From an optimization exercise on the open Yosys and OpenROAD flow, aimed at small area, a short achievable clock period and few clock cycles; shortcuts taken in it are not production practice.
In this exercise RTL edits were held to simulation tests only and were not proved equivalent to the original.
Power and IR drop assume default switching activity.

==> flow/design.v <==
module proc (
   imem_addr, dmem_addr, dmem_wdata, dmem_we, halted,
   clk, rst, imem_data, dmem_rdata
   );
   input clk;
   input rst;
   input [15:0] imem_data;
   input [15:0] dmem_rdata;
   output [15:0] imem_addr;
   output [15:0] dmem_addr;
   output [15:0] dmem_wdata;
   output dmem_we;
   output halted;
   reg [15:0] ir;       
   reg        v;        
   reg        hf;       
   reg [15:0] pcn;      
   reg [15:0] ra;       
   reg [15:0] rb;       
   reg [15:0] rw;       
   reg        sub;      
   reg [15:0] r0, r1, r2, r3, r4, r5, r6, r7;
   wire [4:0] op = ir[15:11];
   wire [2:0] rs = ir[10:8];
   wire [2:0] rt = ir[7:5];
   wire [2:0] rd = ir[4:2];
   wire is_halt  = (op == 5'b00000);
   wire is_j     = (op[4:2] == 3'b001);                    
   wire is_link  = (op[4:1] == 4'b0011);                   
   wire is_br    = (op[4:2] == 3'b011);
   wire is_alui  = (op[4:2] == 3'b010);                    
   wire is_shi   = (op[4:2] == 3'b101);                    
   wire is_st    = (op == 5'b10000);
   wire is_ld    = (op == 5'b10001);
   wire is_slbi  = (op == 5'b10010);
   wire is_stu   = (op == 5'b10011);
   wire is_lbi   = (op == 5'b11000);
   wire is_btr   = (op == 5'b11001);
   wire is_shr   = (op == 5'b11010);
   wire is_arr   = (op == 5'b11011);
   wire is_set   = (op[4:2] == 3'b111);
   wire [16:0] s17 = {1'b0, ra} + {1'b0, rb};
   wire [15:0] sum = s17[15:0];
   wire cout = s17[16];
   wire [15:0] p = ra ^ rb;
   wire eq = &p;                                           
   wire le = (ra[15] ^ rb[15]) ? sum[15] : ra[15];         
   reg set_r;
   always @(*) begin
      case (op[1:0])
        2'b00: set_r = eq;
        2'b01: set_r = le & ~eq;
        2'b10: set_r = le;
        default: set_r = cout;
      endcase
   end
   wire [1:0] shop = is_shi ? op[1:0] : ir[1:0];          
   wire [3:0] amt  = rb[3:0];
   wire left = ~shop[1];
   wire [15:0] arev;
   genvar gi;
   generate for (gi = 0; gi < 16; gi = gi + 1) begin : g_rev
      assign arev[gi] = ra[15 - gi];
   end endgenerate
   wire [15:0] sx = left ? arev : ra;
   wire [15:0] s1 = amt[0] ? {sx[0], sx[15:1]} : sx;
   wire [15:0] s2 = amt[1] ? {s1[1:0], s1[15:2]} : s1;
   wire [15:0] s3 = amt[2] ? {s2[3:0], s2[15:4]} : s2;
   wire [15:0] s4 = amt[3] ? {s3[7:0], s3[15:8]} : s3;
   wire [15:0] mask = 16'hFFFF >> amt;
   wire [15:0] sm = shop[0] ? (s4 & mask) : s4;
   wire [15:0] smrev;
   generate for (gi = 0; gi < 16; gi = gi + 1) begin : g_rev2
      assign smrev[gi] = sm[15 - gi];
   end endgenerate
   wire [15:0] shift_r = left ? smrev : sm;
   wire lxor = is_alui ? ~op[0] : ~ir[0];
   wire [15:0] logic_r = lxor ? p : (p & ra);
   wire sel_sum = (is_alui & ~op[1]) | is_stu | (is_arr & ~ir[1]);
   wire sel_log = (is_alui & op[1]) | (is_arr & ir[1]);
   wire sel_sh  = is_shi | is_shr;
   wire [15:0] wdata = ({16{sel_sum}} & (sum ^ {16{sub}}))
                     | ({16{sel_log}} & logic_r)
                     | ({16{sel_sh}}  & shift_r)
                     | {15'h0000, is_set & set_r}
                     | ({16{is_btr}}  & arev)
                     | ({16{is_slbi}} & {ra[7:0], ir[7:0]})
                     | ({16{is_lbi}}  & {{8{ir[7]}}, ir[7:0]})
                     | ({16{is_ld}}   & dmem_rdata)
                     | ({16{is_link}} & pcn);
   wire act = v & ~hf;
   wire wen = act & (is_alui | is_shi | is_ld | is_slbi | is_stu | op[4:3] == 2'b11 | is_link);
   reg [2:0] wsel;
   always @(*) begin
      if (is_link) wsel = 3'd7;
      else if (is_alui | is_shi | is_ld) wsel = rt;
      else if (is_stu | is_slbi | is_lbi) wsel = rs;
      else wsel = rd;
   end
   wire [15:0] wd = rst ? 16'h0000 : wdata;
   wire [7:0] wdec = 8'b1 << wsel;
   wire [7:0] we = {8{rst}} | ({8{wen}} & wdec);
   always @(posedge clk) begin
      if (we[0]) r0 <= wd;
      if (we[1]) r1 <= wd;
      if (we[2]) r2 <= wd;
      if (we[3]) r3 <= wd;
      if (we[4]) r4 <= wd;
      if (we[5]) r5 <= wd;
      if (we[6]) r6 <= wd;
      if (we[7]) r7 <= wd;
   end
   assign dmem_addr  = sum;
   assign dmem_wdata = rw;
   assign dmem_we    = act & (is_st | is_stu);
   wire wz = ~|rw;
   reg bcond;
   always @(*) begin
      case (op[1:0])
        2'b00: bcond = wz;
        2'b01: bcond = ~wz;
        2'b10: bcond = rw[15];
        default: bcond = ~rw[15];
      endcase
   end
   wire take = v & (is_j | (is_br & bcond));
   assign imem_addr = take ? sum : pcn;
   wire [15:0] pcn_next = imem_addr + 16'd2;
   wire [15:0] fi = imem_data;
   wire [4:0] fop = fi[15:11];
   wire f_br  = (fop[4:2] == 3'b011);
   wire f_pc  = f_br | (fop[4:2] == 3'b001 && !fop[0]);    
   wire [2:0] fa = fi[10:8];
   wire [2:0] fb = f_br ? fi[10:8] : fi[7:5];
   wire [7:0] fa1 = 8'b1 << fa;
   wire [7:0] fb1 = 8'b1 << fb;
   wire [15:0] rda = ({16{fa1[0]}} & r0) | ({16{fa1[1]}} & r1) | ({16{fa1[2]}} & r2) | ({16{fa1[3]}} & r3)
                   | ({16{fa1[4]}} & r4) | ({16{fa1[5]}} & r5) | ({16{fa1[6]}} & r6) | ({16{fa1[7]}} & r7);
   wire [15:0] rdb = ({16{fb1[0]}} & r0) | ({16{fb1[1]}} & r1) | ({16{fb1[2]}} & r2) | ({16{fb1[3]}} & r3)
                   | ({16{fb1[4]}} & r4) | ({16{fb1[5]}} & r5) | ({16{fb1[6]}} & r6) | ({16{fb1[7]}} & r7);
   wire fwa = wen & (wsel == fa);
   wire fwb = wen & (wsel == fb);
   wire [15:0] opa = fwa ? wdata : rda;
   wire [15:0] opb = fwb ? wdata : rdb;
   wire f_sub = (fop == 5'b01001) | (fop == 5'b11011 && fi[1:0] == 2'b01)
              | (fop[4:2] == 3'b111 && fop[1:0] != 2'b11);
   reg [15:0] fimm;
   always @(*) begin
      if (fop[4:2] == 3'b001) fimm = fop[0] ? {8'h00, fi[7:0]} : {{5{fi[10]}}, fi[10:0]};
      else if (f_br) fimm = {{8{fi[7]}}, fi[7:0]};
      else fimm = {{11{fi[4]}}, fi[4:0]};
   end
   wire [15:0] fb_val = (fop[4] & fop[3]) ? opb : fimm;
   always @(posedge clk) begin
      ir  <= fi;
      ra  <= f_pc ? pcn_next : opa;
      rb  <= fb_val ^ {16{f_sub}};
      rw  <= opb;
      sub <= f_sub;
   end
   always @(posedge clk) begin
      if (rst) begin
         v   <= 1'b0;
         hf  <= 1'b0;
         pcn <= 16'h0000;
      end else begin
         v   <= 1'b1;
         hf  <= hf | (v & is_halt);
         pcn <= pcn_next;
      end
   end
   assign halted = hf | (v & is_halt);
endmodule
clock: 12.0 ns
lec_check: 0
abc_area: 1
cap_margin: 20
core_margin: 2
core_utilization: 40
place_density: 0.6
slew_margin: 20
tns_end_percent: 0
standard.sh (not shown) runs the stock make flow with config.mk's settings and CLKGATE_MAP_FILE= SYNTH_SCRIPT=/design/flow/synth_recipe.tcl, a recipe that flattens the netlist after the stock synthesis.
==> flow/flow/run.sh <==
#!/bin/bash
# The standard layout (the standard.sh: standard synthesis, ORFS floorplan to finish)
# with these changes:
#  - repair_timing aims at a larger setup slack (SETUP_SLACK_MARGIN) at the design's
#    unchanged clock period;
#  - every input and output port still gets its own buffer, a plain buf_2 instead of
#    the delay cell (clkdlybuf4s50_1) that buffer_ports picks by default;
#  - clock tree synthesis as ORFS runs it, without dummy loads.
set -euo pipefail
bash standard.sh SETUP_SLACK_MARGIN=7.5 ADDER_MAP_FILE= \
  "BUFFER_PORTS_ARGS=-buffer_cell sky130_fd_sc_hd__buf_2" \
  "CTS_ARGS=-sink_clustering_enable -repair_clock_nets -dont_use_dummy_load" \
  finish > flow_make.log 2>&1
Testbench counts at the start, summed over its fixed seeds: cycles 36,069.
Rerun with:
--- a/flow/design.v
+++ b/flow/design.v
@@ -38,12 +38,39 @@
    wire is_btr   = (op == 5'b11001);
    wire is_shr   = (op == 5'b11010);
    wire is_arr   = (op == 5'b11011);
    wire is_set   = (op[4:2] == 3'b111);
-   wire [16:0] s17 = {1'b0, ra} + {1'b0, rb};
-   wire [15:0] sum = s17[15:0];
-   wire cout = s17[16];
    wire [15:0] p = ra ^ rb;
+   wire [15:0] g = ra & rb;
+   wire [15:0] g1, p1, g2, p2, g3, p3, g4, p4;
+   genvar gi;
+   generate for (gi = 0; gi < 16; gi = gi + 1) begin : g_pfx
+      if (gi % 2 == 1) begin : l1a
+         assign g1[gi] = g[gi] | (p[gi] & g[gi - 1]);
+         assign p1[gi] = p[gi] & p[gi - 1];
+      end else begin : l1b
+         assign g1[gi] = g[gi]; assign p1[gi] = p[gi];
+      end
+      if (gi % 4 >= 2) begin : l2a
+         assign g2[gi] = g1[gi] | (p1[gi] & g1[gi - (gi % 4) + 1]);
+         assign p2[gi] = p1[gi] & p1[gi - (gi % 4) + 1];
+      end else begin : l2b
+         assign g2[gi] = g1[gi]; assign p2[gi] = p1[gi];
+      end
+      if (gi % 8 >= 4) begin : l3a
+         assign g3[gi] = g2[gi] | (p2[gi] & g2[gi - (gi % 8) + 3]);
+         assign p3[gi] = p2[gi] & p2[gi - (gi % 8) + 3];
+      end else begin : l3b
+         assign g3[gi] = g2[gi]; assign p3[gi] = p2[gi];
+      end
+      if (gi >= 8) begin : l4a
+         assign g4[gi] = g3[gi] | (p3[gi] & g3[7]);
+      end else begin : l4b
+         assign g4[gi] = g3[gi];
+      end
+   end endgenerate
+   wire [15:0] sum = p ^ {g4[14:0], 1'b0};
+   wire cout = g4[15];
    wire eq = &p;                                           
    wire le = (ra[15] ^ rb[15]) ? sum[15] : ra[15];         
    reg set_r;
    always @(*) begin
@@ -57,9 +84,8 @@
    wire [1:0] shop = is_shi ? op[1:0] : ir[1:0];          
    wire [3:0] amt  = rb[3:0];
    wire left = ~shop[1];
    wire [15:0] arev;
-   genvar gi;
    generate for (gi = 0; gi < 16; gi = gi + 1) begin : g_rev
       assign arev[gi] = ra[15 - gi];
    end endgenerate
    wire [15:0] sx = left ? arev : ra;
The new run passed the timing, DRC and antenna checks.
Sequential share of layout area shrinks by 0.65 points.
Sequential power grows by about 1%.
Clock-buffer cell count went up by 1.
Global-route usage came out higher by 0.61 points.
Power climbs by 3.1%.
Via count is lower by 1.7%.
Hold slack degrades by 0.021 ns.
Clock skew grows by 0.020 ns.
Testbench counts after the change, summed over its fixed seeds: cycles 36,069.

==> separate check: timing with driven ports <==
Ports are ideal in the flow. The routed layouts listed here were re-timed in OpenROAD. Step 1 sets driving cells, clkbuf_16 on the clock port and buf_2 on the other inputs (assumed; they add their load-dependent delay and slew). Step 2 times the ports against the registers' clock, not the clock port: input delays grow and output delays shrink by t, the midpoint of the rising clock arrivals with the driver on. Slacks: ideal / step 1 / step 2; pairs: ideal / step 1.
run	t (ns)	slack for setup (ns)	cell pins on the clock port's net
the first run	0.565	7.018 / 6.968 / 6.865	1
the second run	0.570	7.240 / 7.189 / 6.772	1
After both steps setup and hold are still met in every run listed. For the second run, which loses most, drivers alone change the setup slack by -0.051 ns; drivers and shift together by -0.468 ns.
